Background: an optimization exercise with open tools, aiming at small area. Do not read the settings as production practice. The RTL was checked by simulation tests, not by an equivalence proof against the original design. Power is estimated from default activity; no workload was simulated.

== v6 ==
## cnn_top
module cnn_top #(
    parameter W = 128
)(
    input wire clk,
    input wire rst,
    input wire [7:0] pixel_in,
    input wire pixel_valid,
    output reg [7:0] pixel_out,
    output reg pixel_out_valid
);
    wire [7:0] top, left, center, right, bottom;
    wire [7:0] result;
    wire win_ok;
    line_buffers #(.W(W)) LB (
        .clk(clk),
        .pixel_in(pixel_in),
        .pixel_valid(pixel_valid),
        .top(top), .left(left), .center(center), .right(right), .bottom(bottom)
    );
    window_3x3 #(.W(W)) WG (
        .clk(clk), .rst(rst),
        .pixel_valid(pixel_valid),
        .win_ok(win_ok)
    );
    conv_mac_3x3 MAC (
        .top(top), .left(left), .center(center), .right(right), .bottom(bottom),
        .result(result)
    );
    always @(posedge clk) begin
        pixel_out <= result;
        pixel_out_valid <= !rst && pixel_valid && win_ok;
    end
endmodule
Size in the first run: roughly 2300 cells after synthesis, roughly 20 I/O pins, ~64000 um2 of cells after synthesis.
==> flow/config.mk <==
export PLATFORM = sky130hd
export DESIGN_NAME = cnn_top
export DESIGN_NICKNAME = cnn_top
export VERILOG_FILES = /design/flow/design.v
export SDC_FILE = /design/flow/constraint.sdc
export NUM_CORES = 4
export LEC_CHECK = 0
export CAP_MARGIN = 20
export CORE_MARGIN = 2
export CORE_UTILIZATION = 45
export SLEW_MARGIN = 20
==> flow/constraint.sdc <==
create_clock -name core_clock -period 6.0 [get_ports {clk}]
set_input_delay 1.2000 -clock core_clock [delete_from_list [all_inputs] [get_ports {clk}]]
set_output_delay 1.2000 -clock core_clock [all_outputs]
set_load 0.01 [all_outputs]
standard.sh (not shown) runs the stock make flow with config.mk's settings and CLKGATE_MAP_FILE= SYNTH_SCRIPT=/design/flow/synth_recipe.tcl, a recipe that flattens the netlist after the stock synthesis.
==> flow/flow/run.sh <==
#!/bin/bash
# Standard ORFS layout with a leaner clock tree: no dummy loads for balancing, and
# larger sink clusters driven by clkbuf_8.
set -euo pipefail
export CTS_ARGS="-sink_clustering_enable -repair_clock_nets -dont_use_dummy_load -buf_list sky130_fd_sc_hd__clkbuf_8 -sink_clustering_size 20 -sink_clustering_max_diameter 100"
bash standard.sh > standard.log 2>&1
In summary, v6 completed successfully, with a layout that passed the timing, DRC and antenna checks.
### v6 -> v7
==> flow/run.sh (new file) <==
#!/bin/bash
# synth_recipe.tcl (not shown) runs the flow's synth.tcl, then flattens the netlist and writes it again
# the make line also repeats each setting of config.mk as NAME=value (left out here)
make -C /OpenROAD-flow-scripts/flow DESIGN_CONFIG=/design/flow/config.mk WORK_HOME=/design/flow/orfs CLKGATE_MAP_FILE= SYNTH_SCRIPT=/design/flow/synth_recipe.tcl finish
removed: flow/flow/run.sh
removed: flow/standard.sh
Notes after the runs:
- Compared to v6, v7 has share of the core filled with cells 3.1 points higher.
- Per the comparison of v7 with v6, worst setup slack up 0.054 ns; global-route wire length before repair grew by about 4%; required time of the critical path shows a reduction of 0.02 ns; H-tree depth now larger; met3 track demand over resource flat.

* * *

== epsilon ==
cnn_top, a different RTL version from the one above (not shown whole).
Size in the first run: about 2200 cells after synthesis, roughly 2100 flip-flops, roughly 20 I/O pins, ~0.063 sq mm of cells after synthesis.
// cnn_top
module cnn_top #(
    parameter W = 128
)(
    input wire clk,
    input wire rst,
    input wire [7:0] pixel_in,
    input wire pixel_valid,
    output reg [7:0] pixel_out,
    output reg pixel_out_valid
);
    wire [7:0] top, left, center, right, bottom;
    wire [7:0] result;
    wire win_ok;
    line_buffers #(.W(W)) LB (
        .clk(clk),
        .pixel_in(pixel_in),
        .pixel_valid(pixel_valid),
        .top(top), .left(left), .center(center), .right(right), .bottom(bottom)
    );
    window_3x3 #(.W(W)) WG (
        .clk(clk), .rst(rst),
        .pixel_valid(pixel_valid),
        .win_ok(win_ok)
    );
    conv_mac_3x3 MAC (
        .top(top), .left(left), .center(center), .right(right), .bottom(bottom),
        .result(result)
    );
    always @(posedge clk) begin
        pixel_out <= result;
        pixel_out_valid <= !rst && pixel_valid && win_ok;
    end
endmodule
Settings: LEC_CHECK=0, CAP_MARGIN=20, CORE_MARGIN=2, CORE_UTILIZATION=70, SLEW_MARGIN=20; clock period 6.0 ns.
==> flow/flow/run.sh <==
#!/bin/bash
# Standard ORFS layout with a leaner clock tree (no dummy loads for balancing, sink
# clusters of up to 20 flip-flops driven by clkbuf_8) and plain buf_1 cells as port buffers.
set -euo pipefail
export CTS_ARGS="-sink_clustering_enable -repair_clock_nets -dont_use_dummy_load -buf_list sky130_fd_sc_hd__clkbuf_8 -sink_clustering_size 20 -sink_clustering_max_diameter 100"
export BUFFER_PORTS_ARGS="-buffer_cell sky130_fd_sc_hd__buf_1"
bash standard.sh > standard.log 2>&1
Having completed the whole flow, epsilon delivered a layout that passed the timing, DRC and antenna checks.
Edits applied to the flow inputs when going from epsilon to alpha:
- changing CAP_MARGIN from 20 to 10
- changing SLEW_MARGIN from 20 to 10
- changing CORE_UTILIZATION from 70 to 45
==> flow/flow/run.sh <==
#!/bin/bash
# Standard ORFS layout with a leaner clock tree (no dummy loads for balancing, sink
# clusters of up to 18 flip-flops driven by clkbuf_8) and plain buf_1 cells as port buffers.
set -euo pipefail
export CTS_ARGS="-sink_clustering_enable -repair_clock_nets -dont_use_dummy_load -buf_list sky130_fd_sc_hd__clkbuf_8 -sink_clustering_size 18 -sink_clustering_max_diameter 100"
export BUFFER_PORTS_ARGS="-buffer_cell sky130_fd_sc_hd__buf_1"
bash standard.sh > standard.log 2>&1
Findings:
alpha reached the final stage; the timing, DRC and antenna checks on its layout passed. No stage failed in epsilon, and the final checks on the layout all came back clean. Cell count (alpha vs. epsilon) increases by more than 10%. Time the worst path needs with I/O delays and setup in alpha is 0.025 ns lower than in epsilon. For combinational fraction of design power, alpha and epsilon come out practically identical. From epsilon to alpha the numbers moved as follows: share of total power in sequential cells dropped 1.8 points; slew at the pin closest to its max-slew limit climbed 0.26 ns; worst setup slack climbed 0.025 ns; worst hold margin dropped 0.0050 ns; placement-stage cell area climbed about 1.4%.

* * *

red:
Another version of the RTL of cnn_top (not shown whole).
Size in the first run: about 2100 flip-flops, ~58000 um^2 of cells after synthesis.
clock: 6.0 ns
lec_check: 0
cap_margin: 20
core_margin: 2
core_utilization: 60
slew_margin: 20
==> flow/flow/run.sh <==
#!/bin/bash
# Standard ORFS layout with a leaner clock tree (no dummy loads for balancing, sink
# clusters of up to 20 flip-flops driven by clkbuf_2 sky130_fd_sc_hd__clkbuf_4 sky130_fd_sc_hd__clkbuf_8) and plain buf_1 cells as port buffers.
set -euo pipefail
export CTS_ARGS="-sink_clustering_enable -repair_clock_nets -dont_use_dummy_load -buf_list {sky130_fd_sc_hd__clkbuf_2 sky130_fd_sc_hd__clkbuf_4 sky130_fd_sc_hd__clkbuf_8} -sink_clustering_size 20 -sink_clustering_max_diameter 100"
export BUFFER_PORTS_ARGS="-buffer_cell sky130_fd_sc_hd__buf_1"
bash standard.sh > standard.log 2>&1
red completed; timing, DRC and antenna clean
### red -> blue
==> flow/flow/run.sh <==
#!/bin/bash
# Standard ORFS layout with a leaner clock tree (no dummy loads for balancing, sink
# clusters of up to 20 flip-flops driven by clkbuf_4 sky130_fd_sc_hd__clkbuf_8) and plain buf_1 cells as port buffers.
set -euo pipefail
export CTS_ARGS="-sink_clustering_enable -repair_clock_nets -dont_use_dummy_load -buf_list {sky130_fd_sc_hd__clkbuf_4 sky130_fd_sc_hd__clkbuf_8} -sink_clustering_size 20 -sink_clustering_max_diameter 100"
export BUFFER_PORTS_ARGS="-buffer_cell sky130_fd_sc_hd__buf_1"
bash standard.sh > standard.log 2>&1
--- outcome ---
- As far as initial core utilization goes, red and blue are indistinguishable; the numbers are identical.
- blue against red: area of all placed cells without fillers about even; global-route usage essentially unchanged; first-pass GRT wire length about even; buffering stage count on the worst path with inverters included shows no meaningful change.
- From blue to red, final period demand of the worst path did not move at all.
[inputs] green vs blue
==> flow/flow/run.sh <==
#!/bin/bash
# Standard ORFS layout with a leaner clock tree (no dummy loads for balancing, sink
# clusters of up to 19 flip-flops driven by clkbuf_4 sky130_fd_sc_hd__clkbuf_8) and plain buf_1 cells as port buffers.
set -euo pipefail
export CTS_ARGS="-sink_clustering_enable -repair_clock_nets -dont_use_dummy_load -buf_list {sky130_fd_sc_hd__clkbuf_4 sky130_fd_sc_hd__clkbuf_8} -sink_clustering_size 19 -sink_clustering_max_diameter 100"
export BUFFER_PORTS_ARGS="-buffer_cell sky130_fd_sc_hd__buf_1"
bash standard.sh > standard.log 2>&1
## What came out
blue → green: worst endpoint data arrival time comparable, maximum clock frequency comparable. The fraction of area in clock buffers and inverters was comparable across blue and green. green ends up with a clock network power share that is 0.2 points higher than in blue. Going from blue to green, total power draw moved up; required time of the worst setup path closely matched the old numbers; final worst-path cycle share closely matched the old numbers; post-synthesis cell area held steady; wire length on met2 comparable. Filler-free cell count of the finished design across blue and green: no real change.
The following lists how orange was set up differently from green:
==> flow/flow/run.sh <==
#!/bin/bash
# Standard ORFS layout with a leaner clock tree (no dummy loads for balancing, sink
# clusters of up to 19 flip-flops driven by clkbuf_8) and plain buf_1 cells as port buffers.
set -euo pipefail
export CTS_ARGS="-sink_clustering_enable -repair_clock_nets -dont_use_dummy_load -buf_list sky130_fd_sc_hd__clkbuf_8 -sink_clustering_size 19 -sink_clustering_max_diameter 100"
export BUFFER_PORTS_ARGS="-buffer_cell sky130_fd_sc_hd__buf_1"
bash standard.sh > standard.log 2>&1
--- outcome ---
- orange vs. green: clock buffer count in the final layout ~0 delta; proportion of power drawn by combinational gates roughly the same; total chip power closely matched the old numbers.
- As far as fraction of area in multi-input gates goes, orange and green are indistinguishable; the numbers are identical.
- Summary of orange over green: count of clock tree sinks now sits at about the same level, number of remaining DRC errors comparable.
- Reported for orange and green, maximum number of pins on one net before global-route repair turned out identical to the last digit.
- Re power spent charging and discharging nets: no difference whatsoever between orange and green.
- Leakage dissipation: orange vs green identical
- orange and green ended up with roughly the same number of global-route vias before repair.

separate check: timing with driven ports:
How much do the figures lean on ideal ports? The routed layouts below were timed once more, with nothing changed but the port constraints.
Step 1 assumes that a clkbuf_16 drives the clock port and a buf_2 every other input.
Step 2 also shifts input and output timing later by t, the mid clock arrival at the registers, as if the neighbouring blocks saw the same clock.
Slacks: ideal / step 1 / step 2; pairs: ideal / step 1.
run | shift t [ns] | setup slack, ns | worst setup path at the end | worst data-port slew with drivers (ns) | cell pins on the clock port's net
v6 | 0.856 | 0.668 / 0.668 / 0.668 | register to register | 0.25 | 1
v7 | 0.841 | 0.722 / 0.722 / 0.722 | register to register | 0.22 | 1
epsilon | 0.822 | 2.083 / 2.083 / 2.083 | register to register | 0.10 | 1
alpha | 0.897 | 2.108 / 2.108 / 2.108 | register to register | 0.07 | 1
red | 0.825 | 1.901 / 1.901 / 1.901 | register to register | 0.03 | 1
blue | 0.825 | 1.901 / 1.901 / 1.901 | register to register | 0.03 | 1
green | 0.842 | 1.901 / 1.901 / 1.901 | register to register | 0.03 | 1
orange | 0.842 | 1.901 / 1.901 / 1.901 | register to register | 0.03 | 1
After both steps every run listed still meets setup and hold.
